Background: an optimization exercise with open tools, aiming at small area, a short achievable clock period and few clock cycles. Do not read the settings as production practice.
No functional check of the RTL was part of any run shown here.
Power is estimated from default activity; no workload was simulated.

==> flow/design.v (outline; a module is shown in full before it is edited, if it fits) <==
// module mul: 967 lines
module mul
(
	input clk,
	input rst,
	input  [31:0] a,
	input  [31:0] b,
	input start,
	output [31:0] res_mul,
	output logic vld
);
  // ...
==> flow/flow/run.sh <==
#!/bin/bash
# The standard ORFS layout with three changes to how it is made:
#  - synthesis skips the generic ABC pass inside Yosys's synth command
#    (SYNTH_ARGS=-noabc), so extract_fa sees the adders as written and maps
#    them to full-adder cells without inverters between them; registers and
#    their names are the standard synthesis's;
#  - the port buffers are sky130_fd_sc_hd__buf_4 instead of a delay buffer;
#  - repair_timing aims for a larger setup margin.
set -euo pipefail
cd "$(dirname "$0")/.."
export SYNTH_ARGS="-noabc"
export BUFFER_PORTS_ARGS="-buffer_cell sky130_fd_sc_hd__buf_4"
export SETUP_SLACK_MARGIN=6.2
bash standard.sh finish > standard.log 2>&1
==> flow/standard.sh <==
#!/bin/bash
# synth_recipe.tcl (not shown) runs the flow's synth.tcl, then flattens the netlist and writes it again
# the make line also repeats each setting of config.mk as NAME=value (left out here)
make -C /OpenROAD-flow-scripts/flow DESIGN_CONFIG=/design/flow/config.mk WORK_HOME=/design/flow/orfs CLKGATE_MAP_FILE= SYNTH_SCRIPT=/design/flow/synth_recipe.tcl "${@:-finish}"
==> flow/config.mk <==
export PLATFORM = sky130hd
export DESIGN_NAME = mul
export DESIGN_NICKNAME = mul
export VERILOG_FILES = /design/flow/design.v
export SDC_FILE = /design/flow/constraint.sdc
export NUM_CORES = 4
export LEC_CHECK = 0
export CAP_MARGIN = 20
export CORE_MARGIN = 2
export CORE_UTILIZATION = 55
export CTS_BUF_LIST = sky130_fd_sc_hd__clkbuf_4 sky130_fd_sc_hd__clkbuf_8
export CTS_CLUSTER_SIZE = 40
export SLEW_MARGIN = 20
==> flow/constraint.sdc <==
create_clock -name core_clock -period 12.0 [get_ports {clk}]
set_input_delay 2.4000 -clock core_clock [delete_from_list [all_inputs] [get_ports {clk}]]
set_output_delay 2.4000 -clock core_clock [all_outputs]
set_load 0.01 [all_outputs]
==> out/metrics.yaml, run 1 <==
critical_path:
  cp_cell_sequence: "fa_2, fa_2, ha_4, a21oi_4, o31ai_4, a41oi_4, o21a_1, o31ai_4, buf_6, mux2i_1, nand4_1, buf_4"
  critical_path_buf_inv_count: 2
  slowest_delay_ps: 600
power:
  p_switching_uw: 1910
  seq-power_uw: 446
  p_int_uw: 2160
placed_design:
  dpl-instance-area_mm2: 0.0132
  portBuffers: 99
synthesis:
  synth_seq_area_share: 0.106
  syn_area_per_cell_um2: 10.1
  synthCells: 1239
  synth_nets: 1567
clock_tree:
  ctsHoldBuffers: 0
  cts_buffer_depth: 2
global_routing:
  use_met2: 0.547
  busiest_layer: "met2"
cells_and_area:
  largestClassByArea: "multi-input combinational cells"
  syn_to_final_growth_pct: 12.3
  final_common_cell: "xnor2_1"
  multi_input_area_mm2: 0.0108
floorplanning:
  die_area_mm2: 0.0239
run_status:
  status: "complete, no violations"
sta:
  worst_hold_slack_ps: 2160
  rsz0062_at_grt: "true"
drt:
  dr.first_iter.drc_count: 939
  post_drt_wl_per_cell_um: 25.1
==> inputs of run 2 (changes only) <==
--- a/flow/design.v
+++ b/flow/design.v
@@ -357,143 +357,155 @@
 logic pp161, pp162, pp163, pp164, pp165, pp166, pp167, pp168, pp169, pp170, pp171, pp172, pp173, pp174, pp175, pp176;
 logic pp177, pp178, pp179, pp180, pp181, pp182, pp183, pp184, pp185, pp186, pp187, pp188, pp189, pp190, pp191, pp192;
 logic pp193, pp194, pp195, pp196, pp197, pp198, pp199, pp200, pp201, pp202, pp203, pp204, pp205, pp206, pp207, pp208;
 logic pp209, pp210, pp211, pp212, pp213, pp214, pp215, pp216, pp217, pp218, pp219, pp220, pp221, pp222, pp223, pp224;
 logic pp225, pp226, pp227, pp228, pp229, pp230, pp231, pp232, pp233, pp234, pp235, pp236, pp237, pp238, pp239, pp240;
 logic pp241, pp242, pp243, pp244, pp245, pp246, pp247, pp248, pp249, pp250, pp251, pp252, pp253, pp254, pp255, pp256;
 logic pp257, pp258, pp259, pp260, pp261, pp262, pp263, pp264, pp265, pp266, pp267, pp268, pp269, pp270, pp271, pp272;
 logic s273, c274, s275, c276, s277, c278, s279, c280, s281, c282, s283, c284, s285, c286, s287, c288;
-logic s289, c290, s291, c292, s293, c294, s297, c298, s299, c300, s301, c302, s305, c306, s307, c308;
-logic s309, c310, s311, c312, s313, c314, s315, c316, s317, c318, s319, c320, s321, c322, s323, c324;
-logic s325, c326, s327, c328, s329, c330, s333, c334, s335, c336, s337, c338, s339, c340, s341, c342;
-logic s345, c346, s347, c348, s349, c350, s351, c352, s353, c354, s355, c356, s357, c358, s359, c360;
-logic s361, c362, s363, c364, s365, c366, s367, c368, s371, c372, s373, c374, s375, c376, s377, c378;
-logic s379, c380, s381, c382, s385, c386, s387, c388, s389, c390, s391, c392, s393, c394, s395, c396;
-logic s397, c398, s399, c400, s401, c402, s403, c404, s405, c406, s407, c408, s409, c410, s411, c412;
-logic s413, c414, s417, c418, s419, c420, s421, c422, s423, c424, s425, c426, s427, c428, s429, c430;
-logic s431, c432, s435, c436, s437, c438, s439, c440, s441, c442, s443, c444, s445, c446, s447, c448;
-logic s449, c450, s453, c454, s455, c456, s457, c458, s459, c460, s461, c462, s463, c464, s465, c466;
-logic s467, c468, s469, c470, s473, c474, s475, c476, s477, c478, s479, c480, s481, c482, s483, c484;
-logic s485, c486, s487, c488, s489, c490, s493, c494, s495, c496, s497, c498, s499, c500, s501, c502;
-logic s503, c504, s505, c506, s507, c508, s509, c510, s511, c512, s515, c516, s517, c518, s519, c520;
-logic s521, c522, s523, c524, s525, c526, s527, c528, s529, c530, s531, c532, s533, c534, s537, c538;
-logic s539, c540, s541, c542, s543, c544, s545, c546, s547, c548, s549, c550, s551, c552, s553, c554;
-logic s555, c556, s557, c558, s561, c562, s563, c564, s565, c566, s567, c568, s569, c570, s571, c572;
-logic s573, c574, s575, c576, s577, c578, s579, c580, s581, c582, s585, c586, s587, c588, s589, c590;
-logic s591, c592, s593, c594, s595, c596, s597, c598, s599, c600, s601, c602, s603, c604, s605, c606;
-logic s607, c608, s611, c612, s613, c614, s615, c616, s617, c618, s619, c620, s621, c622, s623, c624;
-logic s625, c626, s627, c628, s629, c630, s631, c632, s633, c634, s637, c638, s639, c640, s641, c642;
-logic s643, c644, s645, c646, s647, c648, s649, c650, s651, c652, s653, c654, s655, c656, s657, c658;
-logic s659, c660, s665, c666, s667, c668, s669, c670, s671, c672, s673, c674, s675, c676, s677, c678;
-logic s679, c680, s681, c682, s683, c684, s685, c686, s687, c688, s693, c694, s695, c696, s697, c698;
-logic s699, c700, s701, c702, s703, c704, s705, c706, s707, c708, s709, c710, s711, c712, s713, c714;
-logic s715, c716, s717, c718, s723, s724, s725, s726, s727, s728, s729, s730, s731, s732, s733, s734;
-logic s735, s736, s737, s738, s739, s740, s741, s742, s743, s744, s745, s746, s752, c753, s754, c755;
-logic s756, c757, s758, c759, s760, c761, s762, c763, s764, c765;
-assign s273 = bn1 ^ pp3 ^ pp33;
-assign c274 = (bn1 & pp3) | (pp33 & (bn1 ^ pp3));
-assign s275 = pp4 ^ pp34 ^ c274;
-assign c276 = (pp4 & pp34) | (c274 & (pp4 ^ pp34));
+logic s289, c290, s291, c292, s293, c294, s295, c296, s297, c298, s299, c300, s301, c302, s303, c304;
+logic s305, c306, s307, c308, s309, c310, s311, c312, s313, c314, s315, c316, s317, c318, s319, c320;
+logic s321, c322, s323, c324, s325, c326, s327, c328, s329, c330, s331, c332, s333, c334, s335, c336;
+logic s337, c338, s339, c340, s341, c342, s343, c344, s345, c346, s347, c348, s349, c350, s351, c352;
+logic s353, c354, s355, c356, s357, c358, s359, c360, s361, c362, s363, c364, s365, c366, s367, c368;
+logic s369, c370, s371, c372, s373, c374, s375, c376, s377, c378, s379, c380, s381, c382, s383, c384;
+logic s385, c386, s387, c388, s389, c390, s391, c392, s393, c394, s395, c396, s397, c398, s399, c400;
+logic s401, c402, s403, c404, s405, c406, s407, c408, s409, c410, s411, c412, s413, c414, s415, c416;
+logic s417, c418, s419, c420, s421, c422, s423, c424, s425, c426, s427, c428, s429, c430, s431, c432;
+logic s433, c434, s435, c436, s437, c438, s439, c440, s441, c442, s443, c444, s445, c446, s447, c448;
+logic s449, c450, s451, c452, s453, c454, s455, c456, s457, c458, s459, c460, s461, c462, s463, c464;
+logic s465, c466, s467, c468, s469, c470, s471, c472, s473, c474, s475, c476, s477, c478, s479, c480;
+logic s481, c482, s483, c484, s485, c486, s487, c488, s489, c490, s491, c492, s493, c494, s495, c496;
+logic s497, c498, s499, c500, s501, c502, s503, c504, s505, c506, s507, c508, s509, c510, s511, c512;
+logic s513, c514, s515, c516, s517, c518, s519, c520, s521, c522, s523, c524, s525, c526, s527, c528;
+logic s529, c530, s531, c532, s533, c534, s535, c536, s537, c538, s539, c540, s541, c542, s543, c544;
+logic s545, c546, s547, c548, s549, c550, s551, c552, s553, c554, s555, c556, s557, c558, s561, c562;
+logic s563, c564, s565, c566, s567, c568, s569, c570, s571, c572, s573, c574, s575, c576, s577, c578;
+logic s579, c580, s581, c582, s585, c586, s587, c588, s589, c590, s591, c592, s593, c594, s595, c596;
+logic s597, c598, s599, c600, s601, c602, s603, c604, s605, c606, s607, c608, s611, c612, s613, c614;
+logic s615, c616, s617, c618, s619, c620, s621, c622, s623, c624, s625, c626, s627, c628, s629, c630;
+logic s631, c632, s633, c634, s637, c638, s639, c640, s641, c642, s643, c644, s645, c646, s647, c648;
+logic s649, c650, s651, c652, s653, c654, s655, c656, s657, c658, s659, c660, s665, c666, s667, c668;
+logic s669, c670, s671, c672, s673, c674, s675, c676, s677, c678, s679, c680, s681, c682, s683, c684;
+logic s685, c686, s687, c688, s693, c694, s695, c696, s697, c698, s699, c700, s701, c702, s703, c704;
+logic s705, c706, s707, c708, s709, c710, s711, c712, s713, c714, s715, c716, s717, c718, s723, s724;
+logic s725, s726, s727, s728, s729, s730, s731, s732, s733, s734, s735;
+assign s273 = bn1 ^ pp3;
+assign c274 = bn1 & pp3;
+assign s275 = pp4 ^ pp34;
+assign c276 = pp4 & pp34;
 assign s277 = bn2 ^ pp5 ^ pp35;
 assign c278 = (bn2 & pp5) | (pp35 & (bn2 ^ pp5));
-assign s279 = pp63 ^ s277 ^ c276;
-assign c280 = (pp63 & s277) | (c276 & (pp63 ^ s277));
+assign s279 = pp63 ^ c276;
+assign c280 = pp63 & c276;
 assign s281 = pp6 ^ pp36 ^ pp64;
 assign c282 = (pp6 & pp36) | (pp64 & (pp6 ^ pp36));
-assign s283 = c278 ^ s281 ^ c280;
-assign c284 = (c278 & s281) | (c280 & (c278 ^ s281));
+assign s283 = c280 ^ c278;
+assign c284 = c280 & c278;
 assign s285 = bn3 ^ pp7 ^ pp37;
 assign c286 = (bn3 & pp7) | (pp37 & (bn3 ^ pp7));
 assign s287 = pp65 ^ pp91 ^ c282;
 assign c288 = (pp65 & pp91) | (c282 & (pp65 ^ pp91));
-assign s289 = s285 ^ s287 ^ c284;
-assign c290 = (s285 & s287) | (c284 & (s285 ^ s287));
+assign s289 = s285 ^ c284;
+assign c290 = s285 & c284;
 assign s291 = pp8 ^ pp38 ^ pp66;
 assign c292 = (pp8 & pp38) | (pp66 & (pp8 ^ pp38));
 assign s293 = pp92 ^ c286 ^ s291;
 assign c294 = (pp92 & c286) | (s291 & (pp92 ^ c286));
+assign s295 = c290 ^ c288;
+assign c296 = c290 & c288;
 assign s297 = bn4 ^ pp9 ^ pp39;
 assign c298 = (bn4 & pp9) | (pp39 & (bn4 ^ pp9));
 assign s299 = pp67 ^ pp93 ^ pp117;
 assign c300 = (pp67 & pp93) | (pp117 & (pp67 ^ pp93));
 assign s301 = c292 ^ s297 ^ s299;
 assign c302 = (c292 & s297) | (s299 & (c292 ^ s297));
+assign s303 = c294 ^ s301;
+assign c304 = c294 & s301;
 assign s305 = pp10 ^ pp40 ^ pp68;
 assign c306 = (pp10 & pp40) | (pp68 & (pp10 ^ pp40));
 assign s307 = pp94 ^ pp118 ^ c298;
 assign c308 = (pp94 & pp118) | (c298 & (pp94 ^ pp118));
 assign s309 = c300 ^ s305 ^ c302;
 assign c310 = (c300 & s305) | (c302 & (c300 ^ s305));
-assign s311 = s307 ^ s309;
-assign c312 = s307 & s309;
+assign s311 = s307 ^ c304;
+assign c312 = s307 & c304;
 assign s313 = bn5 ^ pp11 ^ pp41;
 assign c314 = (bn5 & pp11) | (pp41 & (bn5 ^ pp11));
 assign s315 = pp69 ^ pp95 ^ pp119;
 assign c316 = (pp69 & pp95) | (pp119 & (pp69 ^ pp95));
 assign s317 = pp141 ^ c306 ^ s313;
 assign c318 = (pp141 & c306) | (s313 & (pp141 ^ c306));
 assign s319 = s315 ^ c308 ^ s317;
 assign c320 = (s315 & c308) | (s317 & (s315 ^ c308));
-assign s321 = c310 ^ s319 ^ c312;
-assign c322 = (c310 & s319) | (c312 & (c310 ^ s319));
+assign s321 = c312 ^ c310;
+assign c322 = c312 & c310;
 assign s323 = pp12 ^ pp42 ^ pp70;
 assign c324 = (pp12 & pp42) | (pp70 & (pp12 ^ pp42));
 assign s325 = pp96 ^ pp120 ^ pp142;
 assign c326 = (pp96 & pp120) | (pp142 & (pp96 ^ pp120));
 assign s327 = c314 ^ c316 ^ s323;
 assign c328 = (c314 & c316) | (s323 & (c314 ^ c316));
 assign s329 = s325 ^ c318 ^ s327;
 assign c330 = (s325 & c318) | (s327 & (s325 ^ c318));
+assign s331 = c320 ^ s329;
+assign c332 = c320 & s329;
 assign s333 = bn6 ^ pp13 ^ pp43;
 assign c334 = (bn6 & pp13) | (pp43 & (bn6 ^ pp13));
 assign s335 = pp71 ^ pp97 ^ pp121;
 assign c336 = (pp71 & pp97) | (pp121 & (pp71 ^ pp97));
 assign s337 = pp143 ^ pp163 ^ c324;
 assign c338 = (pp143 & pp163) | (c324 & (pp143 ^ pp163));
 assign s339 = c326 ^ s333 ^ s335;
 assign c340 = (c326 & s333) | (s335 & (c326 ^ s333));
 assign s341 = c328 ^ s337 ^ s339;
 assign c342 = (c328 & s337) | (s339 & (c328 ^ s337));
+assign s343 = c330 ^ s341;
+assign c344 = c330 & s341;
 assign s345 = pp14 ^ pp44 ^ pp72;
 assign c346 = (pp14 & pp44) | (pp72 & (pp14 ^ pp44));
 assign s347 = pp98 ^ pp122 ^ pp144;
 assign c348 = (pp98 & pp122) | (pp144 & (pp98 ^ pp122));
 assign s349 = pp164 ^ c334 ^ c336;
 assign c350 = (pp164 & c334) | (c336 & (pp164 ^ c334));
 assign s351 = s345 ^ s347 ^ c338;
 assign c352 = (s345 & s347) | (c338 & (s345 ^ s347));
 assign s353 = c340 ^ s349 ^ s351;
 assign c354 = (c340 & s349) | (s351 & (c340 ^ s349));
-assign s355 = c342 ^ s353;
-assign c356 = c342 & s353;
+assign s355 = c342 ^ c344;
+assign c356 = c342 & c344;
 assign s357 = bn7 ^ pp15 ^ pp45;
 assign c358 = (bn7 & pp15) | (pp45 & (bn7 ^ pp15));
 assign s359 = pp73 ^ pp99 ^ pp123;
 assign c360 = (pp73 & pp99) | (pp123 & (pp73 ^ pp99));
 assign s361 = pp145 ^ pp165 ^ pp183;
 assign c362 = (pp145 & pp165) | (pp183 & (pp145 ^ pp165));
 assign s363 = c346 ^ c348 ^ s357;
 assign c364 = (c346 & c348) | (s357 & (c346 ^ c348));
 assign s365 = s359 ^ s361 ^ c350;
 assign c366 = (s359 & s361) | (c350 & (s359 ^ s361));
 assign s367 = s363 ^ c352 ^ s365;
 assign c368 = (s363 & c352) | (s365 & (s363 ^ c352));
+assign s369 = c354 ^ c356;
+assign c370 = c354 & c356;
 assign s371 = pp16 ^ pp46 ^ pp74;
 assign c372 = (pp16 & pp46) | (pp74 & (pp16 ^ pp46));
 assign s373 = pp100 ^ pp124 ^ pp146;
 assign c374 = (pp100 & pp124) | (pp146 & (pp100 ^ pp124));
 assign s375 = pp166 ^ pp184 ^ c358;
 assign c376 = (pp166 & pp184) | (c358 & (pp166 ^ pp184));
 assign s377 = c360 ^ c362 ^ s371;
 assign c378 = (c360 & c362) | (s371 & (c360 ^ c362));
 assign s379 = s373 ^ c364 ^ s375;
 assign c380 = (s373 & c364) | (s375 & (s373 ^ c364));
 assign s381 = s377 ^ c366 ^ s379;
 assign c382 = (s377 & c366) | (s379 & (s377 ^ c366));
+assign s383 = c368 ^ s381;
+assign c384 = c368 & s381;
 assign s385 = bn8 ^ pp17 ^ pp47;
 assign c386 = (bn8 & pp17) | (pp47 & (bn8 ^ pp17));
 assign s387 = pp75 ^ pp101 ^ pp125;
 assign c388 = (pp75 & pp101) | (pp125 & (pp75 ^ pp101));
 assign s389 = pp147 ^ pp167 ^ pp185;
 assign c390 = (pp147 & pp167) | (pp185 & (pp147 ^ pp167));
 assign s391 = pp201 ^ c372 ^ c374;
 assign c392 = (pp201 & c372) | (c374 & (pp201 ^ c372));
@@ -514,48 +526,54 @@
 assign s407 = c386 ^ c388 ^ c390;
 assign c408 = (c386 & c388) | (c390 & (c386 ^ c388));
 assign s409 = s401 ^ s403 ^ s405;
 assign c410 = (s401 & s403) | (s405 & (s401 ^ s403));
 assign s411 = c392 ^ c394 ^ s407;
 assign c412 = (c392 & c394) | (s407 & (c392 ^ c394));
 assign s413 = s409 ^ c396 ^ s411;
 assign c414 = (s409 & c396) | (s411 & (s409 ^ c396));
+assign s415 = c398 ^ s413;
+assign c416 = c398 & s413;
 assign s417 = bn9 ^ pp19 ^ pp49;
 assign c418 = (bn9 & pp19) | (pp49 & (bn9 ^ pp19));
 assign s419 = pp77 ^ pp103 ^ pp127;
 assign c420 = (pp77 & pp103) | (pp127 & (pp77 ^ pp103));
 assign s421 = pp149 ^ pp169 ^ pp187;
 assign c422 = (pp149 & pp169) | (pp187 & (pp149 ^ pp169));
 assign s423 = pp203 ^ pp217 ^ c402;
 assign c424 = (pp203 & pp217) | (c402 & (pp203 ^ pp217));
 assign s425 = c404 ^ c406 ^ s417;
 assign c426 = (c404 & c406) | (s417 & (c404 ^ c406));
 assign s427 = s419 ^ s421 ^ c408;
 assign c428 = (s419 & s421) | (c408 & (s419 ^ s421));
 assign s429 = c410 ^ s423 ^ s425;
 assign c430 = (c410 & s423) | (s425 & (c410 ^ s423));
 assign s431 = c412 ^ s427 ^ s429;
 assign c432 = (c412 & s427) | (s429 & (c412 ^ s427));
+assign s433 = c414 ^ s431;
+assign c434 = c414 & s431;
 assign s435 = pp20 ^ pp50 ^ pp78;
 assign c436 = (pp20 & pp50) | (pp78 & (pp20 ^ pp50));
 assign s437 = pp104 ^ pp128 ^ pp150;
 assign c438 = (pp104 & pp128) | (pp150 & (pp104 ^ pp128));
 assign s439 = pp170 ^ pp188 ^ pp204;
 assign c440 = (pp170 & pp188) | (pp204 & (pp170 ^ pp188));
 assign s441 = pp218 ^ c418 ^ c420;
 assign c442 = (pp218 & c418) | (c420 & (pp218 ^ c418));
 assign s443 = c422 ^ s435 ^ s437;
 assign c444 = (c422 & s435) | (s437 & (c422 ^ s435));
 assign s445 = s439 ^ c424 ^ c426;
 assign c446 = (s439 & c424) | (c426 & (s439 ^ c424));
 assign s447 = s441 ^ s443 ^ c428;
 assign c448 = (s441 & s443) | (c428 & (s441 ^ s443));
-assign s449 = c430 ^ s445 ^ s447;
-assign c450 = (c430 & s445) | (s447 & (c430 ^ s445));
+assign s449 = s445 ^ c430 ^ s447;
+assign c450 = (s445 & c430) | (s447 & (s445 ^ c430));
+assign s451 = c432 ^ c434;
+assign c452 = c432 & c434;
 assign s453 = bn10 ^ pp21 ^ pp51;
 assign c454 = (bn10 & pp21) | (pp51 & (bn10 ^ pp21));
 assign s455 = pp79 ^ pp105 ^ pp129;
 assign c456 = (pp79 & pp105) | (pp129 & (pp79 ^ pp105));
 assign s457 = pp151 ^ pp171 ^ pp189;
 assign c458 = (pp151 & pp171) | (pp189 & (pp151 ^ pp171));
 assign s459 = pp205 ^ pp219 ^ pp231;
 assign c460 = (pp205 & pp219) | (pp231 & (pp205 ^ pp219));
@@ -564,16 +582,18 @@
 assign s463 = s453 ^ s455 ^ s457;
 assign c464 = (s453 & s455) | (s457 & (s453 ^ s455));
 assign s465 = s459 ^ c442 ^ c444;
 assign c466 = (s459 & c442) | (c444 & (s459 ^ c442));
 assign s467 = s461 ^ s463 ^ c446;
 assign c468 = (s461 & s463) | (c446 & (s461 ^ s463));
 assign s469 = s465 ^ c448 ^ s467;
 assign c470 = (s465 & c448) | (s467 & (s465 ^ c448));
+assign s471 = c450 ^ c452;
+assign c472 = c450 & c452;
 assign s473 = pp22 ^ pp52 ^ pp80;
 assign c474 = (pp22 & pp52) | (pp80 & (pp22 ^ pp52));
 assign s475 = pp106 ^ pp130 ^ pp152;
 assign c476 = (pp106 & pp130) | (pp152 & (pp106 ^ pp130));
 assign s477 = pp172 ^ pp190 ^ pp206;
 assign c478 = (pp172 & pp190) | (pp206 & (pp172 ^ pp190));
 assign s479 = pp220 ^ pp232 ^ c454;
 assign c480 = (pp220 & pp232) | (c454 & (pp220 ^ pp232));
@@ -582,16 +602,18 @@
 assign s483 = s473 ^ s475 ^ s477;
 assign c484 = (s473 & s475) | (s477 & (s473 ^ s475));
 assign s485 = c462 ^ c464 ^ s479;
 assign c486 = (c462 & c464) | (s479 & (c462 ^ c464));
 assign s487 = s481 ^ s483 ^ c466;
 assign c488 = (s481 & s483) | (c466 & (s481 ^ s483));
 assign s489 = s485 ^ c468 ^ s487;
 assign c490 = (s485 & c468) | (s487 & (s485 ^ c468));
+assign s491 = c470 ^ s489;
+assign c492 = c470 & s489;
 assign s493 = bn11 ^ pp23 ^ pp53;
 assign c494 = (bn11 & pp23) | (pp53 & (bn11 ^ pp23));
 assign s495 = pp81 ^ pp107 ^ pp131;
 assign c496 = (pp81 & pp107) | (pp131 & (pp81 ^ pp107));
 assign s497 = pp153 ^ pp173 ^ pp191;
 assign c498 = (pp153 & pp173) | (pp191 & (pp153 ^ pp173));
 assign s499 = pp207 ^ pp221 ^ pp233;
 assign c500 = (pp207 & pp221) | (pp233 & (pp207 ^ pp221));
@@ -602,16 +624,18 @@
 assign s505 = s497 ^ s499 ^ c480;
 assign c506 = (s497 & s499) | (c480 & (s497 ^ s499));
 assign s507 = c482 ^ c484 ^ s501;
 assign c508 = (c482 & c484) | (s501 & (c482 ^ c484));
 assign s509 = s503 ^ c486 ^ s505;
 assign c510 = (s503 & c486) | (s505 & (s503 ^ c486));
 assign s511 = s507 ^ c488 ^ s509;
 assign c512 = (s507 & c488) | (s509 & (s507 ^ c488));
+assign s513 = c490 ^ s511;
+assign c514 = c490 & s511;
 assign s515 = pp24 ^ pp54 ^ pp82;
 assign c516 = (pp24 & pp54) | (pp82 & (pp24 ^ pp54));
 assign s517 = pp108 ^ pp132 ^ pp154;
 assign c518 = (pp108 & pp132) | (pp154 & (pp108 ^ pp132));
 assign s519 = pp174 ^ pp192 ^ pp208;
 assign c520 = (pp174 & pp192) | (pp208 & (pp174 ^ pp192));
 assign s521 = pp222 ^ pp234 ^ pp244;
 assign c522 = (pp222 & pp234) | (pp244 & (pp222 ^ pp234));
@@ -622,16 +646,18 @@
 assign s527 = s519 ^ s521 ^ c502;
 assign c528 = (s519 & s521) | (c502 & (s519 ^ s521));
 assign s529 = c504 ^ s523 ^ s525;
 assign c530 = (c504 & s523) | (s525 & (c504 ^ s523));
 assign s531 = c506 ^ c508 ^ s527;
 assign c532 = (c506 & c508) | (s527 & (c506 ^ c508));
 assign s533 = s529 ^ c510 ^ s531;
 assign c534 = (s529 & c510) | (s531 & (s529 ^ c510));
+assign s535 = c512 ^ s533;
+assign c536 = c512 & s533;
 assign s537 = bn12 ^ pp25 ^ pp55;
 assign c538 = (bn12 & pp25) | (pp55 & (bn12 ^ pp25));
 assign s539 = pp83 ^ pp109 ^ pp133;
 assign c540 = (pp83 & pp109) | (pp133 & (pp83 ^ pp109));
 assign s541 = pp155 ^ pp175 ^ pp193;
 assign c542 = (pp155 & pp175) | (pp193 & (pp155 ^ pp175));
 assign s543 = pp209 ^ pp223 ^ pp235;
 assign c544 = (pp209 & pp223) | (pp235 & (pp209 ^ pp223));
@@ -640,18 +666,18 @@
 assign s547 = c518 ^ c520 ^ c522;
 assign c548 = (c518 & c520) | (c522 & (c518 ^ c520));
 assign s549 = s537 ^ s539 ^ s541;
 assign c550 = (s537 & s539) | (s541 & (s537 ^ s539));
 assign s551 = s543 ^ c524 ^ c526;
 assign c552 = (s543 & c524) | (c526 & (s543 ^ c524));
 assign s553 = s545 ^ s547 ^ s549;
 assign c554 = (s545 & s547) | (s549 & (s545 ^ s547));
-assign s555 = c528 ^ c530 ^ s551;
-assign c556 = (c528 & c530) | (s551 & (c528 ^ c530));
+assign s555 = c528 ^ s551 ^ c530;
+assign c556 = (c528 & s551) | (c530 & (c528 ^ s551));
 assign s557 = s553 ^ c532 ^ s555;
 assign c558 = (s553 & c532) | (s555 & (s553 ^ c532));
 assign s561 = pp26 ^ pp56 ^ pp84;
 assign c562 = (pp26 & pp56) | (pp84 & (pp26 ^ pp56));
 assign s563 = pp110 ^ pp134 ^ pp156;
 assign c564 = (pp110 & pp134) | (pp156 & (pp110 ^ pp134));
 assign s565 = pp176 ^ pp194 ^ pp210;
 assign c566 = (pp176 & pp194) | (pp210 & (pp176 ^ pp194));
@@ -662,18 +688,18 @@
 assign s571 = c542 ^ c544 ^ s561;
 assign c572 = (c542 & c544) | (s561 & (c542 ^ c544));
 assign s573 = s563 ^ s565 ^ s567;
 assign c574 = (s563 & s565) | (s567 & (s563 ^ s565));
 assign s575 = c546 ^ c548 ^ c550;
 assign c576 = (c546 & c548) | (c550 & (c546 ^ c548));
 assign s577 = s569 ^ s571 ^ s573;
 assign c578 = (s569 & s571) | (s573 & (s569 ^ s571));
-assign s579 = c552 ^ c554 ^ s575;
-assign c580 = (c552 & c554) | (s575 & (c552 ^ c554));
+assign s579 = c552 ^ s575 ^ c554;
+assign c580 = (c552 & s575) | (c554 & (c552 ^ s575));
 assign s581 = s577 ^ c556 ^ s579;
 assign c582 = (s577 & c556) | (s579 & (s577 ^ c556));
 assign s585 = bn13 ^ pp27 ^ pp57;
 assign c586 = (bn13 & pp27) | (pp57 & (bn13 ^ pp27));
 assign s587 = pp85 ^ pp111 ^ pp135;
 assign c588 = (pp85 & pp111) | (pp135 & (pp85 ^ pp111));
 assign s589 = pp157 ^ pp177 ^ pp195;
 assign c590 = (pp157 & pp177) | (pp195 & (pp157 ^ pp177));
@@ -686,18 +712,18 @@
 assign s597 = c568 ^ s585 ^ s587;
 assign c598 = (c568 & s585) | (s587 & (c568 ^ s585));
 assign s599 = s589 ^ s591 ^ s593;
 assign c600 = (s589 & s591) | (s593 & (s589 ^ s591));
 assign s601 = c570 ^ c572 ^ c574;
 assign c602 = (c570 & c572) | (c574 & (c570 ^ c572));
 assign s603 = s595 ^ s597 ^ s599;
 assign c604 = (s595 & s597) | (s599 & (s595 ^ s597));
-assign s605 = c576 ^ c578 ^ s601;
-assign c606 = (c576 & c578) | (s601 & (c576 ^ c578));
+assign s605 = c576 ^ s601 ^ c578;
+assign c606 = (c576 & s601) | (c578 & (c576 ^ s601));
 assign s607 = s603 ^ c580 ^ s605;
 assign c608 = (s603 & c580) | (s605 & (s603 ^ c580));
 assign s611 = pp28 ^ pp58 ^ pp86;
 assign c612 = (pp28 & pp58) | (pp86 & (pp28 ^ pp58));
 assign s613 = pp112 ^ pp136 ^ pp158;
 assign c614 = (pp112 & pp136) | (pp158 & (pp112 ^ pp136));
 assign s615 = pp178 ^ pp196 ^ pp212;
 assign c616 = (pp178 & pp196) | (pp212 & (pp178 ^ pp196));
@@ -710,20 +736,20 @@
 assign s623 = c594 ^ s611 ^ s613;
 assign c624 = (c594 & s611) | (s613 & (c594 ^ s611));
 assign s625 = s615 ^ s617 ^ c596;
 assign c626 = (s615 & s617) | (c596 & (s615 ^ s617));
 assign s627 = c598 ^ c600 ^ s619;
 assign c628 = (c598 & c600) | (s619 & (c598 ^ c600));
 assign s629 = s621 ^ s623 ^ c602;
 assign c630 = (s621 & s623) | (c602 & (s621 ^ s623));
-assign s631 = s625 ^ c604 ^ s627;
-assign c632 = (s625 & c604) | (s627 & (s625 ^ c604));
-assign s633 = c606 ^ s629 ^ s631;
-assign c634 = (c606 & s629) | (s631 & (c606 ^ s629));
+assign s631 = s625 ^ s627 ^ c604;
+assign c632 = (s625 & s627) | (c604 & (s625 ^ s627));
+assign s633 = s629 ^ c606 ^ s631;
+assign c634 = (s629 & c606) | (s631 & (s629 ^ c606));
 assign s637 = bn14 ^ pp29 ^ pp59;
 assign c638 = (bn14 & pp29) | (pp59 & (bn14 ^ pp29));
 assign s639 = pp87 ^ pp113 ^ pp137;
 assign c640 = (pp87 & pp113) | (pp137 & (pp87 ^ pp113));
 assign s641 = pp159 ^ pp179 ^ pp197;
 assign c642 = (pp159 & pp179) | (pp197 & (pp159 ^ pp179));
 assign s643 = pp213 ^ pp227 ^ pp239;
 assign c644 = (pp213 & pp227) | (pp239 & (pp213 ^ pp227));
@@ -758,20 +784,20 @@
 assign s677 = c644 ^ c646 ^ s665;
 assign c678 = (c644 & c646) | (s665 & (c644 ^ c646));
 assign s679 = s667 ^ s669 ^ s671;
 assign c680 = (s667 & s669) | (s671 & (s667 ^ s669));
 assign s681 = s673 ^ c648 ^ c650;
 assign c682 = (s673 & c648) | (c650 & (s673 ^ c648));
 assign s683 = c652 ^ s675 ^ s677;
 assign c684 = (c652 & s675) | (s677 & (c652 ^ s675));
-assign s685 = s679 ^ c654 ^ c656;
-assign c686 = (s679 & c654) | (c656 & (s679 ^ c654));
-assign s687 = s681 ^ s683 ^ c658;
-assign c688 = (s681 & s683) | (c658 & (s681 ^ s683));
+assign s685 = s679 ^ c654 ^ s681;
+assign c686 = (s679 & c654) | (s681 & (s679 ^ c654));
+assign s687 = c656 ^ s683 ^ c658;
+assign c688 = (c656 & s683) | (c658 & (c656 ^ s683));
 assign s693 = bn15 ^ pp31 ^ pp61;
 assign c694 = (bn15 & pp31) | (pp61 & (bn15 ^ pp31));
 assign s695 = pp89 ^ pp115 ^ pp139;
 assign c696 = (pp89 & pp115) | (pp139 & (pp89 ^ pp115));
 assign s697 = pp161 ^ pp181 ^ pp199;
 assign c698 = (pp161 & pp181) | (pp199 & (pp161 ^ pp181));
 assign s699 = pp215 ^ pp229 ^ pp241;
 assign c700 = (pp215 & pp229) | (pp241 & (pp215 ^ pp229));
@@ -784,184 +810,131 @@
 assign s707 = c674 ^ s693 ^ s695;
 assign c708 = (c674 & s693) | (s695 & (c674 ^ s693));
 assign s709 = s697 ^ s699 ^ s701;
 assign c710 = (s697 & s699) | (s701 & (s697 ^ s699));
 assign s711 = c676 ^ c678 ^ c680;
 assign c712 = (c676 & c678) | (c680 & (c676 ^ c678));
 assign s713 = s703 ^ s705 ^ s707;
 assign c714 = (s703 & s705) | (s707 & (s703 ^ s705));
-assign s715 = s709 ^ c682 ^ c684;
-assign c716 = (s709 & c682) | (c684 & (s709 ^ c682));
-assign s717 = s711 ^ s713 ^ c686;
-assign c718 = (s711 & s713) | (c686 & (s711 ^ s713));
-assign s723 = pp32 ^ pp62;
-assign s724 = pp90 ^ pp116;
-assign s725 = pp140 ^ pp162;
-assign s726 = pp182 ^ pp200;
-assign s727 = pp216 ^ pp230;
-assign s728 = pp242 ^ pp252;
-assign s729 = pp260 ^ pp266;
-assign s730 = pp270 ^ pp272;
-assign s731 = s723 ^ s724;
-assign s732 = s725 ^ s726;
-assign s733 = s727 ^ s728;
-assign s734 = s729 ^ s730;
-assign s735 = s731 ^ s732;
-assign s736 = s733 ^ s734;
-assign s737 = c694 ^ c696;
-assign s738 = c698 ^ c700;
-assign s739 = c702 ^ s735;
-assign s740 = s736 ^ s737;
-assign s741 = s738 ^ s739;
-assign s742 = s740 ^ c704;
-assign s743 = c706 ^ s741;
-assign s744 = c708 ^ c710;
-assign s745 = s742 ^ s743;
-assign s746 = s744 ^ s745;
-assign s752 = pp1 ^ bn0;
-assign c753 = pp1 & bn0;
-assign s754 = pp2 ^ c753;
-assign c755 = pp2 & c753;
-assign s756 = s273 ^ c755;
-assign c757 = s273 & c755;
-assign s758 = s275 ^ c757;
-assign c759 = s275 & c757;
-assign s760 = s279 ^ c759;
-assign c761 = s279 & c759;
-assign s762 = s283 ^ c761;
-assign c763 = s283 & c761;
-assign s764 = s289 ^ c763;
-assign c765 = s289 & c763;
-logic c288_q, s293_q, c290_q, c294_q, s301_q, c320_q, s329_q, c322_q, c330_q, s341_q, c354_q, s367_q, c356_q, c368_q, s381_q, c398_q;
-logic s413_q, c400_q, c414_q, s431_q, c432_q, s449_q, c450_q, s469_q, c470_q, s489_q, c490_q, s511_q, c512_q, s533_q, c534_q, s557_q;
-logic c558_q, s581_q, c582_q, s607_q, c608_q, s633_q, c632_q, s657_q, s659_q, c634_q, s685_q, c660_q, s687_q, s715_q, c688_q, s717_q;
-logic c712_q, s746_q, c714_q, c716_q, c718_q, s752_q, s754_q, s756_q, s758_q, s760_q, s762_q, s764_q, s321_q, s311_q, s355_q, s399_q;
-logic c765_q;
+assign s715 = s709 ^ c682 ^ s711;
+assign c716 = (s709 & c682) | (s711 & (s709 ^ c682));
+assign s717 = c684 ^ s713 ^ c686;
+assign c718 = (c684 & s713) | (c686 & (c684 ^ s713));
+assign s723 = pp32 ^ pp62 ^ pp90;
+assign s724 = pp116 ^ pp140 ^ pp162;
+assign s725 = pp182 ^ pp200 ^ pp216;
+assign s726 = pp230 ^ pp242 ^ pp252;
+assign s727 = pp260 ^ pp266 ^ pp270;
+assign s728 = pp272 ^ s723 ^ s724;
+assign s729 = s725 ^ s726 ^ s727;
+assign s730 = c694 ^ c696 ^ c698;
+assign s731 = c700 ^ c702 ^ s728;
+assign s732 = s729 ^ s730 ^ c704;
+assign s733 = c706 ^ s731 ^ c708;
+assign s734 = c710 ^ s732 ^ s733;
+assign s735 = c712 ^ c714 ^ s734;
+logic c534_q, s557_q, c558_q, s581_q, c582_q, s607_q, c608_q, s633_q, s657_q, c632_q, s659_q, c634_q, s685_q, c660_q, s687_q, s715_q;
+logic c688_q, s717_q, s735_q, c716_q, c718_q, pp1_q, pp2_q, pp33_q, c274_q, s277_q, s281_q, s287_q, s293_q, c296_q, s309_q, s319_q;
+logic c322_q, c332_q, s353_q, s367_q, c370_q, c384_q, c400_q, c416_q, s449_q, s469_q, c472_q, c492_q, c514_q, c536_q, bn0_q, s273_q;
+logic s275_q, s279_q, s283_q, s289_q, s295_q, s303_q, s311_q, s321_q, s331_q, s343_q, s355_q, s369_q, s383_q, s399_q, s415_q, s433_q;
+logic s451_q, s471_q, s491_q, s513_q, s535_q;
 always_ff @(posedge clk) begin
 	vld <= start & ~rst;
-	c288_q <= c288;
-	s293_q <= s293;
-	c290_q <= c290;
-	c294_q <= c294;
-	s301_q <= s301;
-	c320_q <= c320;
-	s329_q <= s329;
-	c322_q <= c322;
-	c330_q <= c330;
-	s341_q <= s341;
-	c354_q <= c354;
-	s367_q <= s367;
-	c356_q <= c356;
-	c368_q <= c368;
-	s381_q <= s381;
-	c398_q <= c398;
-	s413_q <= s413;
-	c400_q <= c400;
-	c414_q <= c414;
-	s431_q <= s431;
-	c432_q <= c432;
-	s449_q <= s449;
-	c450_q <= c450;
-	s469_q <= s469;
-	c470_q <= c470;
-	s489_q <= s489;
-	c490_q <= c490;
-	s511_q <= s511;
-	c512_q <= c512;
-	s533_q <= s533;
 	c534_q <= c534;
 	s557_q <= s557;
 	c558_q <= c558;
 	s581_q <= s581;
 	c582_q <= c582;
 	s607_q <= s607;
 	c608_q <= c608;
 	s633_q <= s633;
-	c632_q <= c632;
 	s657_q <= s657;
+	c632_q <= c632;
 	s659_q <= s659;
 	c634_q <= c634;
 	s685_q <= s685;
 	c660_q <= c660;
 	s687_q <= s687;
 	s715_q <= s715;
 	c688_q <= c688;
 	s717_q <= s717;
-	c712_q <= c712;
-	s746_q <= s746;
-	c714_q <= c714;
+	s735_q <= s735;
 	c716_q <= c716;
 	c718_q <= c718;
-	s752_q <= s752;
-	s754_q <= s754;
-	s756_q <= s756;
-	s758_q <= s758;
-	s760_q <= s760;
-	s762_q <= s762;
-	s764_q <= s764;
-	s321_q <= s321;
+	pp1_q <= pp1;
+	pp2_q <= pp2;
+	pp33_q <= pp33;
+	c274_q <= c274;
+	s277_q <= s277;
+	s281_q <= s281;
+	s287_q <= s287;
+	s293_q <= s293;
+	c296_q <= c296;
+	s309_q <= s309;
+	s319_q <= s319;
+	c322_q <= c322;
+	c332_q <= c332;
+	s353_q <= s353;
+	s367_q <= s367;
+	c370_q <= c370;
+	c384_q <= c384;
+	c400_q <= c400;
+	c416_q <= c416;
+	s449_q <= s449;
+	s469_q <= s469;
+	c472_q <= c472;
+	c492_q <= c492;
+	c514_q <= c514;
+	c536_q <= c536;
+	bn0_q <= bn0;
+	s273_q <= s273;
+	s275_q <= s275;
+	s279_q <= s279;
+	s283_q <= s283;
+	s289_q <= s289;
+	s295_q <= s295;
+	s303_q <= s303;
 	s311_q <= s311;
+	s321_q <= s321;
+	s331_q <= s331;
+	s343_q <= s343;
 	s355_q <= s355;
+	s369_q <= s369;
+	s383_q <= s383;
 	s399_q <= s399;
-	c765_q <= c765;
+	s415_q <= s415;
+	s433_q <= s433;
+	s451_q <= s451;
+	s471_q <= s471;
+	s491_q <= s491;
+	s513_q <= s513;
+	s535_q <= s535;
 end
-logic s295, c296, s303, c304, s331, c332, s343, c344, s369, c370, s383, c384, s415, c416, s433, c434;
-logic s451, c452, s471, c472, s491, c492, s513, c514, s535, c536, s559, c560, s583, c584, s609, c610;
-logic s635, c636, s661, c662, s663, c664, s689, c690, s691, c692, s719, c720, s721, c722, s747, s748;
-logic s749, s750, s751;
-assign s295 = c288_q ^ s293_q ^ c290_q;
-assign c296 = (c288_q & s293_q) | (c290_q & (c288_q ^ s293_q));
-assign s303 = c294_q ^ s301_q ^ c296;
-assign c304 = (c294_q & s301_q) | (c296 & (c294_q ^ s301_q));
-assign s331 = c320_q ^ s329_q ^ c322_q;
-assign c332 = (c320_q & s329_q) | (c322_q & (c320_q ^ s329_q));
-assign s343 = c330_q ^ s341_q ^ c332;
-assign c344 = (c330_q & s341_q) | (c332 & (c330_q ^ s341_q));
-assign s369 = c354_q ^ s367_q ^ c356_q;
-assign c370 = (c354_q & s367_q) | (c356_q & (c354_q ^ s367_q));
-assign s383 = c368_q ^ s381_q ^ c370;
-assign c384 = (c368_q & s381_q) | (c370 & (c368_q ^ s381_q));
-assign s415 = c398_q ^ s413_q ^ c400_q;
-assign c416 = (c398_q & s413_q) | (c400_q & (c398_q ^ s413_q));
-assign s433 = c414_q ^ s431_q ^ c416;
-assign c434 = (c414_q & s431_q) | (c416 & (c414_q ^ s431_q));
-assign s451 = c432_q ^ s449_q;
-assign c452 = c432_q & s449_q;
-assign s471 = c450_q ^ s469_q ^ c452;
-assign c472 = (c450_q & s469_q) | (c452 & (c450_q ^ s469_q));
-assign s491 = c470_q ^ s489_q;
-assign c492 = c470_q & s489_q;
-assign s513 = c490_q ^ s511_q ^ c492;
-assign c514 = (c490_q & s511_q) | (c492 & (c490_q ^ s511_q));
-assign s535 = c512_q ^ s533_q;
-assign c536 = c512_q & s533_q;
-assign s559 = c534_q ^ s557_q ^ c536;
-assign c560 = (c534_q & s557_q) | (c536 & (c534_q ^ s557_q));
+logic s559, c560, s583, c584, s609, c610, s635, c636, s661, c662, s663, c664, s689, c690, s691, c692;
+logic s719, c720, s721, c722, s736, s737;
+assign s559 = c534_q ^ s557_q;
+assign c560 = c534_q & s557_q;
 assign s583 = c558_q ^ s581_q;
 assign c584 = c558_q & s581_q;
-assign s609 = c582_q ^ s607_q ^ c584;
-assign c610 = (c582_q & s607_q) | (c584 & (c582_q ^ s607_q));
+assign s609 = c582_q ^ s607_q;
+assign c610 = c582_q & s607_q;
 assign s635 = c608_q ^ s633_q;
 assign c636 = c608_q & s633_q;
-assign s661 = c632_q ^ s657_q ^ s659_q;
-assign c662 = (c632_q & s657_q) | (s659_q & (c632_q ^ s657_q));
+assign s661 = s657_q ^ c632_q ^ s659_q;
+assign c662 = (s657_q & c632_q) | (s659_q & (s657_q ^ c632_q));
 assign s663 = c634_q ^ c636;
 assign c664 = c634_q & c636;
 assign s689 = s685_q ^ c660_q ^ s687_q;
 assign c690 = (s685_q & c660_q) | (s687_q & (s685_q ^ c660_q));
-assign s691 = c662 ^ s689;
-assign c692 = c662 & s689;
+assign s691 = c662 ^ c664;
+assign c692 = c662 & c664;
 assign s719 = s715_q ^ c688_q ^ s717_q;
 assign c720 = (s715_q & c688_q) | (s717_q & (s715_q ^ c688_q));
 assign s721 = c690 ^ s719;
 assign c722 = c690 & s719;
-assign s747 = c712_q ^ s746_q;
-assign s748 = c714_q ^ s747;
-assign s749 = s748 ^ c716_q;
-assign s750 = s749 ^ c718_q;
-assign s751 = s750 ^ c720;
-logic [24:0] r0, r1;
-assign r0 = {c722, c692, c664, s661, c610, s609, c560, s559, c514, s513, c472, s471, c434, s433, s415, c384, s383, s369, c344, s343, s331, s321_q, c304, s303, s295};
-assign r1 = {s751, s721, s691, s663, s635, 1'b0, s583, 1'b0, s535, 1'b0, s491, 1'b0, s451, 1'b0, 1'b0, s399_q, 1'b0, 1'b0, s355_q, 1'b0, 1'b0, 1'b0, s311_q, 1'b0, 1'b0};
-assign res_mul[31:7] = r0 + r1 + {24'b0, c765_q};
-assign res_mul[6:0] = {s764_q, s762_q, s760_q, s758_q, s756_q, s754_q, s752_q};
+assign s736 = s735_q ^ c716_q ^ c718_q;
+assign s737 = s736 ^ c720;
+logic [31:0] r0, r1;
+assign r0 = {c722, c692, s689, s661, c610, c584, c560, c536_q, c514_q, c492_q, c472_q, s469_q, s449_q, c416_q, c400_q, c384_q, c370_q, s367_q, s353_q, c332_q, c322_q, s319_q, s309_q, c296_q, s293_q, s287_q, s281_q, s277_q, c274_q, pp33_q, pp2_q, pp1_q};
+assign r1 = {s737, s721, s691, s663, s635, s609, s583, s559, s535_q, s513_q, s491_q, s471_q, s451_q, s433_q, s415_q, s399_q, s383_q, s369_q, s355_q, s343_q, s331_q, s321_q, s311_q, s303_q, s295_q, s289_q, s283_q, s279_q, s275_q, s273_q, 1'b0, bn0_q};
+assign res_mul = r0 + r1;
 endmodule
==> flow/run.sh (new file) <==
#!/bin/bash
# synth_recipe.tcl (not shown) runs the flow's synth.tcl, then flattens the netlist and writes it again
# the make line also repeats each setting of config.mk as NAME=value (left out here)
make -C /OpenROAD-flow-scripts/flow DESIGN_CONFIG=/design/flow/config.mk WORK_HOME=/design/flow/orfs CLKGATE_MAP_FILE= SYNTH_SCRIPT=/design/flow/synth_recipe.tcl finish
==> flow/config.mk (replaced) <==
export PLATFORM = sky130hd
export DESIGN_NAME = mul
export DESIGN_NICKNAME = mul
export VERILOG_FILES = /design/flow/design.v
export SDC_FILE = /design/flow/constraint.sdc
export NUM_CORES = 4
export LEC_CHECK = 0
export CAP_MARGIN = 20
export CORE_MARGIN = 2
export CORE_UTILIZATION = 40
export SLEW_MARGIN = 20
removed: flow/flow/run.sh
removed: flow/standard.sh
==> run 2 against run 1 <==
  * Worst hold slack improved by 400 ps
  * Routed wire length is 5.7% higher
  * Area after synthesis is 8.9% higher
  * Global-route usage down 9.8 points
  * Die area is 48% higher
  * Via count grew 14%
  * Critical path type is now in2reg
  * Largest power group unchanged
==> out/metrics.yaml, run 2 <==
floorplanning:
  fp.dieW_um: 188  # was 155 um
  die_y_um: 188  # was 155 um
  start_util: 0.405  # was 0.556
  core_area_mm2: 0.0335  # was 0.0224 mm^2
  die_area_mm2: 0.0355  # was 0.0239 mm^2
  rows: 67  # was 55
  ioPinCount: 100  # unchanged
global_routing:
  grt_use_total: 0.236  # was 0.334
  grt_overflow: 0  # unchanged
  grt_pass1_vias: 11445  # was 10082
  grt_pass1_wl_mm: 64.4  # was 60.1 mm
  grt_max_degree: 68  # was 57
  antenna_found_initial: 0  # unchanged
critical_path:
  cp.arrival_ps: 7180  # was 3510 ps
  required_ps: 12250  # was 9600 ps
  cp-startpoint: "b[3]"  # was s293_q$_DFF_P_
  cp-end-kind: "flop"  # was primary output
  worstPathMaxFanout: 22  # was 2
  critPathLaunchType: "input port"  # was flop
  path_class: "in2reg"  # was reg2out
drt:
  wirelength_mm: 41.0  # was 38.8 mm
  dr.first_iter.drc_count: 1094  # was 939
  vias_per_cell: 5.68  # was 6.32
  drc_errors: 0  # unchanged
  post_drt_wl_per_cell_um: 20.9  # was 25.1 um
  drt.antenna.violating_nets: 0  # unchanged
  drt_first_pass_iters: 6  # unchanged
  dr_total_vias: 11125  # was 9775
cells_and_area:
  syn_to_final_growth_pct: 12.0  # was 12.3%
  multi_input_area_mm2: 0.0111  # was 0.0108 mm^2
  final_cell_mix: "226 x a22oi_1, 196 x fa_1, 163 x xnor2_1, 152 x inv_1, 136 x xor2_1"  # was 279 x xnor2_1, 221 x a22oi_1, 207 x fa_1, 122 x buf_4, 64 x dfxtp_1
  drive_above_1_share: 0.0536  # was 0.166
  final_common_cell: "a22oi_1"  # was xnor2_1
  nNetsFinal: 1845  # was 1585
  seqCellArea_mm2: 0.00140  # was 0.00132 mm^2
  diodes: 0  # unchanged
  fill_cells: 3287  # was 1916
synthesis:
  synth_seq_area_share: 0.103  # was 0.106
  synthArstFlopShare: 0  # unchanged
  synth.distinct_cells: 56  # was 44
  synthCells: 1488  # was 1239
  syn_area_per_cell_um2: 9.14  # was 10.1 um^2
  synth_most_common_cell: "a22oi_1"  # was xnor2_1
  ys.flop_type: "dfxtp_1"  # unchanged
  synth_common_cells: "226 x a22oi_1, 196 x fa_1, 163 x xnor2_1"  # was 281 x xnor2_1, 221 x a22oi_1, 214 x fa_1
  synthTopCellsByArea: "fa_1 29%, a22oi_1 12%, xnor2_1 11%"  # was fa_1 34%, xnor2_1 20%, a22oi_1 13%
  synth.cell_area_mm2: 0.0136  # was 0.0125 mm^2
  synth_nets: 1826  # was 1567
  synth_top_area_share: 0.289  # was 0.343
  synth_edf_count: 0  # unchanged
  synth_top_area_cell: "fa_1"  # unchanged
  ys_ff_latch: 70  # was 66
  synth_warnings: 1  # unchanged
power:
  seqPwrFrac: 0.102  # was 0.110
  total_power_uw: 4290  # was 4060 uW
  swShare: 0.480  # was 0.469
  powerDensity_mw_per_mm2: 282  # was 290 mW/mm^2
  p_switching_uw: 2060  # was 1910 uW
  power_leakage_uw: 0.00634  # was 0.00521 uW
  clkPwrFrac: 0.059  # was 0.053
  p_comb_frac: 0.839  # was 0.837
  p_int_uw: 2230  # was 2160 uW
  peakVddDrop_uv: 157  # was 447 uV
sta:
  fmax_ghz: 0.144  # was 0.169 GHz
  maxSlewHeadroom: 0.300  # was 0.597
  tightest_slew_ps: 1050  # was 605 ps
  setup-tns-final_ps: 0  # unchanged
  rsz0062_at_grt: "false"  # was true
  fin_crit_sh: 0.577  # was 0.493
  slew_violations: 0  # unchanged
  setup_viol: 0  # unchanged
  fin_crit_ps: 6930  # was 5910 ps
  hold_viol_final: 0  # unchanged
clock_tree:
  cts-resized-gates: 0  # was 50
  clockRootBuffer: "clkbuf_16"  # was clkbuf_8
  cts_buffer_depth: 2  # unchanged
  clk_pin_slew_ps: 60  # was 90 ps
  cts_tree: "done"  # unchanged
  h-tree-depth: 3  # unchanged
  ctsHoldBuffers: 0  # unchanged
  cts_made_buffers: 9  # unchanged
  numClockSinks: 70  # was 66
  cts_setup_buffers: 0  # was 11
job:
  cap_violations: 0  # unchanged
placed_design:
  portBuffers: 99  # unchanged
  dp_hpwl_mm: 29.3  # was 26.8 mm
  place_congestion: 0.868  # was 0.903
hold_path:
  min-delay-start: "rst"  # unchanged
  hp-class: "in2reg"  # unchanged
  whs_path_depth: 2  # unchanged
run_status:
  status: "complete, no violations"  # unchanged
==> run 2: path summary, 6_finish.rpt <==
kind	endpoint	slack, ps
hold / removal	vld$_DFF_P_	2560
setup / recovery	s471_q$_DFF_P_	5070
==> run 2: metrics by stage <==
| step | util | hold slack (ps) | cell area, um^2 | cells | setup WS (ps) |
|---|---|---|---|---|---|
| finish | 0.454 | 2560 | 15200 | 1960 | 5070 |
| floorplan | - | 2430 | 13600 | 1488 | 5440 |
| detailed placement | 0.446 | 2940 | 15000 | 1944 | 4640 |
| CTS | 0.454 | 2550 | 15200 | 1960 | 5050 |
| global placement | 0.446 | 2930 | 15000 | 1944 | 4790 |
| global route | 0.454 | 2580 | 15200 | 1960 | 4770 |
==> run 2: final cells by class <==
type,instances,share of cell area
clock inverter,7,0.00312
clock buffer,9,0.0148
tap,448,0.0368
sequential,70,0.0920
inverter,157,0.0387
timing repair buffer,141,0.0851
multi-input combinational,1128,0.729
==> run 2: power by group through the flow <==
stage,registers (uW),logic (uW),clock network (uW)
5_1_grt,449,4100,272
6_report,438,3600,255
3_5_place_dp,445,3660,0
3_3_place_gp,444,3550,0
4_1_cts,440,3670,264
2_1_floorplan,435,2420,0
==> run 2: per-layer routing <==
layer	routed length [um]	global-route usage
met1	17300	0.311
met2	19300	0.380
met3	3120	0.0410
met4	1350	0.101
met5	0	0.00412
==> run 2: kinds of logic (layout without fill, tap and decap cells) <==
family,count (synthesis),count (layout),share of synthesized area
XOR/XNOR,299,299,0.193
AO/OA/AOI/OAI,351,351,0.183
multiplexers,16,16,0.0118
flip-flops,70,70,0.103
adder cells (fa/ha/maj),271,271,0.358
buffers and inverters,290,314,0.0821
AND/OR/NAND/NOR,191,191,0.0695
==> run 2: worst max-delay path, stage by stage <==
cell	delay (ps)
clkdlybuf4s50_1	490
ha_1	240
nor2b_1	620
clkinv_1	150
buf_4	300
xnor2_1	210
fa_1	480
fa_1	540
inv_1	50
fa_1	480
fa_1	490
ha_1	210
ha_1	200
ha_1	280
==> inputs of run 3 (changes only) <==
==> flow/flow/run.sh (new file) <==
#!/bin/bash
# The standard ORFS layout, with the port buffers that ORFS inserts before
# global placement made of sky130_fd_sc_hd__buf_4 instead of the delay
# buffer that buffer_ports picks by default.
set -euo pipefail
cd "$(dirname "$0")/.."
export BUFFER_PORTS_ARGS="-buffer_cell sky130_fd_sc_hd__buf_4"
bash standard.sh finish > standard.log 2>&1
==> flow/standard.sh (new file) <==
#!/bin/bash
# synth_recipe.tcl (not shown) runs the flow's synth.tcl, then flattens the netlist and writes it again
# the make line also repeats each setting of config.mk as NAME=value (left out here)
make -C /OpenROAD-flow-scripts/flow DESIGN_CONFIG=/design/flow/config.mk WORK_HOME=/design/flow/orfs CLKGATE_MAP_FILE= SYNTH_SCRIPT=/design/flow/synth_recipe.tcl "${@:-finish}"
removed: flow/run.sh
==> run 3 against run 2 <==
  * Still clean
  * Routed wire length is 0.58% lower
  * Sequential share of layout area is 0.22 points higher
  * Global-route usage is 0.071 points higher
  * Clock power hardly changed
  * Area after synthesis stayed put
  * Synthesized cell count stayed put
  * Critical path depth is 1 lower
  * Power is 2.3% lower
==> out/metrics.yaml, run 3 <==
cells_and_area:
  syn_to_final_growth_pct: 9.42  # was 12.0%
  nNetsFinal: 1830  # was 1845
  final_common_cell: "a22oi_1"  # unchanged
  final_cell_mix: "226 x a22oi_1, 196 x fa_1, 163 x xnor2_1, 152 x inv_1, 136 x xor2_1"  # unchanged
  final_core_util: 0.444  # was 0.454
  diodes: 0  # unchanged
  drive_above_1_share: 0.109  # was 0.0536
  stdcell_area_mm2: 0.0149  # was 0.0152 mm^2
placed_design:
  dp_hpwl_mm: 29.1  # was 29.3 mm
  dpl-instance-area_mm2: 0.0146  # was 0.0150 mm^2
  place_congestion: 0.872  # was 0.868
  dpl_worst_slack_ps: 5050  # was 4640 ps
  portBuffers: 99  # unchanged
floorplanning:
  start_util: 0.405  # unchanged
  rows: 67  # unchanged
  die_y_um: 188  # unchanged
  ioPinCount: 100  # unchanged
  core_area_mm2: 0.0335  # unchanged
  fp.dieW_um: 188  # unchanged
  die_area_mm2: 0.0355  # unchanged
synthesis:
  synth.cell_area_mm2: 0.0136  # unchanged
  synth_top_area_cell: "fa_1"  # unchanged
  synthTopCellsByArea: "fa_1 29%, a22oi_1 12%, xnor2_1 11%"  # unchanged
  synth_nets: 1826  # unchanged
  synth_edf_count: 0  # unchanged
  synthArstFlopShare: 0  # unchanged
  synth_warnings: 1  # unchanged
  synth_most_common_cell: "a22oi_1"  # unchanged
  synthCells: 1488  # unchanged
  synth_top_area_share: 0.289  # unchanged
  ys_ff_latch: 70  # unchanged
  ys.flop_type: "dfxtp_1"  # unchanged
  synth_common_cells: "226 x a22oi_1, 196 x fa_1, 163 x xnor2_1"  # unchanged
  synth_seq_area_share: 0.103  # unchanged
  syn_area_per_cell_um2: 9.14  # unchanged
  synth.distinct_cells: 56  # unchanged
clock_tree:
  cts_made_buffers: 9  # unchanged
  cts_tree: "done"  # unchanged
  clk_pin_slew_ps: 60  # about the same
  clockRootBuffer: "clkbuf_16"  # unchanged
  ctsHoldBuffers: 0  # unchanged
  cts_setup_buffers: 0  # unchanged
  cts_buffer_depth: 2  # unchanged
  cts-resized-gates: 0  # unchanged
  numClockSinks: 70  # unchanged
  h-tree-depth: 3  # unchanged
critical_path:
  slowest_stage: "nor2b_1"  # unchanged
  required_ps: 12240  # was 12250 ps
  critical_path_buf_inv_count: 4  # unchanged
  cp-startpoint: "b[3]"  # unchanged
  path_class: "in2reg"  # unchanged
  path_common_cell: "fa_1"
  slowest_delay_ps: 660  # was 620 ps
  cp-end-kind: "flop"  # unchanged
  critPathLaunchType: "input port"  # unchanged
  worstPathMaxFanout: 22  # unchanged
  cp_cell_sequence: "buf_4, ha_1, nor2b_1, clkinv_1, buf_4, xnor2_1, fa_1, fa_1, fa_1, fa_1, fa_1, inv_1, ha_1"  # was clkdlybuf4s50_1, ha_1, nor2b_1, clkinv_1, buf_4, xnor2_1, fa_1, fa_1, inv_1, fa_1, fa_1, ha_1, ha_1, ha_1
  path_delay_family: "adder cells"  # unchanged
  critPathCapture: "s513_q$_DFF_P_"  # was s471_q$_DFF_P_
  path_depth: 13  # was 14
  cp.arrival_ps: 6840  # was 7180 ps
power:
  powerDensity_mw_per_mm2: 282  # about the same
  peakVddDrop_uv: 121  # was 157 uV
  power_leakage_uw: 0.00636  # was 0.00634 uW
global_routing:
  grt_max_degree: 68  # unchanged
  grt_use_total: 0.236  # about the same
  met1_usage: 0.315  # was 0.311
  busiest_layer: "met2"  # unchanged
  antenna_found_initial: 0  # unchanged
  grt_overflow: 0  # unchanged
  use_met2: 0.388  # was 0.380
  grt_pass1_vias: 11286  # was 11445
  grt_pass1_wl_mm: 64.9  # was 64.4 mm
  grt_use_met3: 0.0343  # was 0.0410
sta:
  maxSlewHeadroom: 0.429  # was 0.300
  finalWorstSetupSlack_ps: 5410  # was 5070 ps
  fin_crit_sh: 0.549  # was 0.577
  fin_crit_ps: 6590  # was 6930 ps
  tightest_slew_ps: 854  # was 1050 ps
  setup_viol: 0  # unchanged
  fmax_ghz: 0.152  # was 0.144 GHz
  hold_viol_final: 0  # unchanged
  rsz0062_at_grt: "false"  # unchanged
  setup-tns-final_ps: 0  # unchanged
  worst_hold_slack_ps: 2180  # was 2560 ps
  slew_violations: 0  # unchanged
drt:
  vias_per_cell: 5.64  # was 5.68
  dr.first_iter.drc_count: 1043  # was 1094
  dr_total_vias: 10962  # was 11125
  drt.antenna.violating_nets: 0  # unchanged
  drt_first_pass_iters: 8  # was 6
  post_drt_wl_per_cell_um: 21.0  # was 20.9 um
  wirelength_mm: 40.8  # was 41.0 mm
  drc_errors: 0  # unchanged
hold_path:
  hp-class: "in2reg"  # unchanged
  whs_path_depth: 2  # unchanged
job:
  cap_violations: 0  # unchanged
run_status:
  status: "complete, no violations"  # unchanged
-- run 3: per-stage QoR --
stage | instances | power (uW)
floorplan | 1488 | 2850
global placement | 1929 | 3940
detailed placement | 1929 | 3980
CTS | 1945 | 4260
global route | 1945 | 4730
finish | 1945 | 4190
-- run 3: worst min-delay path by stage --
stage | endpoint | slack [ps] | startpoint
after CTS | vld$_DFF_P_ | 2170 | rst
after floorplan | bn0_q$_DFF_P_ | 2430 | b[1]
after detailed placement | vld$_DFF_P_ | 2560 | rst
after global routing | vld$_DFF_P_ | 2190 | rst
after global placement | vld$_DFF_P_ | 2560 | rst
final | vld$_DFF_P_ | 2180 | rst
-- run 3: where the power goes --
part / switching, uW / total (uW) / internal [uW]
combinational: 1910 / 3500 / 1590
clock: 116 / 256 / 140
sequential: 35.1 / 439 / 404
-- run 3: layout make-up --
cell class,count,area [um^2]
clock buffer,9,225
clock inverter,7,50.0
fill,3307,18700
inverter,157,589
multi-input combinational,1128,11100
sequential,70,1400
tap,448,561
timing repair buffer,126,946
-- run 3: logic make-up (layout without fill, tap and decap cells) --
group	Yosys count	after routing	share of synthesized area
XOR/XNOR	299	299	0.193
AND/OR/NAND/NOR	191	191	0.0695
adder cells (fa/ha/maj)	271	271	0.358
flip-flops	70	70	0.103
buffers and inverters	290	299	0.0821
AO/OA/AOI/OAI	351	351	0.183
multiplexers	16	16	0.0118
-- run 3: layer usage --
layer  wire length, um  vias to the layer above
met1             17100                     5388
met2             19300                      528
met4              1460                        0
met5                 0                        -
li1                  -                     4947
met3              2940                       99

-- what the ideal ports hide --
No port has a modelled driver above. Below, the same layouts with a new extraction and two added sets of constraints.
Step 1 sets driving cells, clkbuf_16 on the clock port and buf_2 on the other inputs (assumed; they add their load-dependent delay and slew).
Step 2 adds t to the input delays and takes it off the output delays; t is the mean of the earliest and latest rising clock arrival at the registers after step 1. Input paths then give back, and output paths get back, about the clock's delay inside the block.
a / b / c = ideal / step 1 / step 2; a / b = the first two.
| run | shift t [ns] | setup WS [ns] | worst setup path at the end |
|---|---|---|---|
| run 1 | 0.423 | 6.089 / 6.042 / 5.769 | input to register |
| run 2 | 0.407 | 5.071 / 5.101 / 4.694 | input to register |
| run 3 | 0.409 | 5.409 / 5.435 / 5.026 | input to register |
After both steps every run listed still meets setup and hold. For run 3, which loses most, drivers alone change the setup slack by +0.026 ns; drivers and shift together by -0.383 ns.
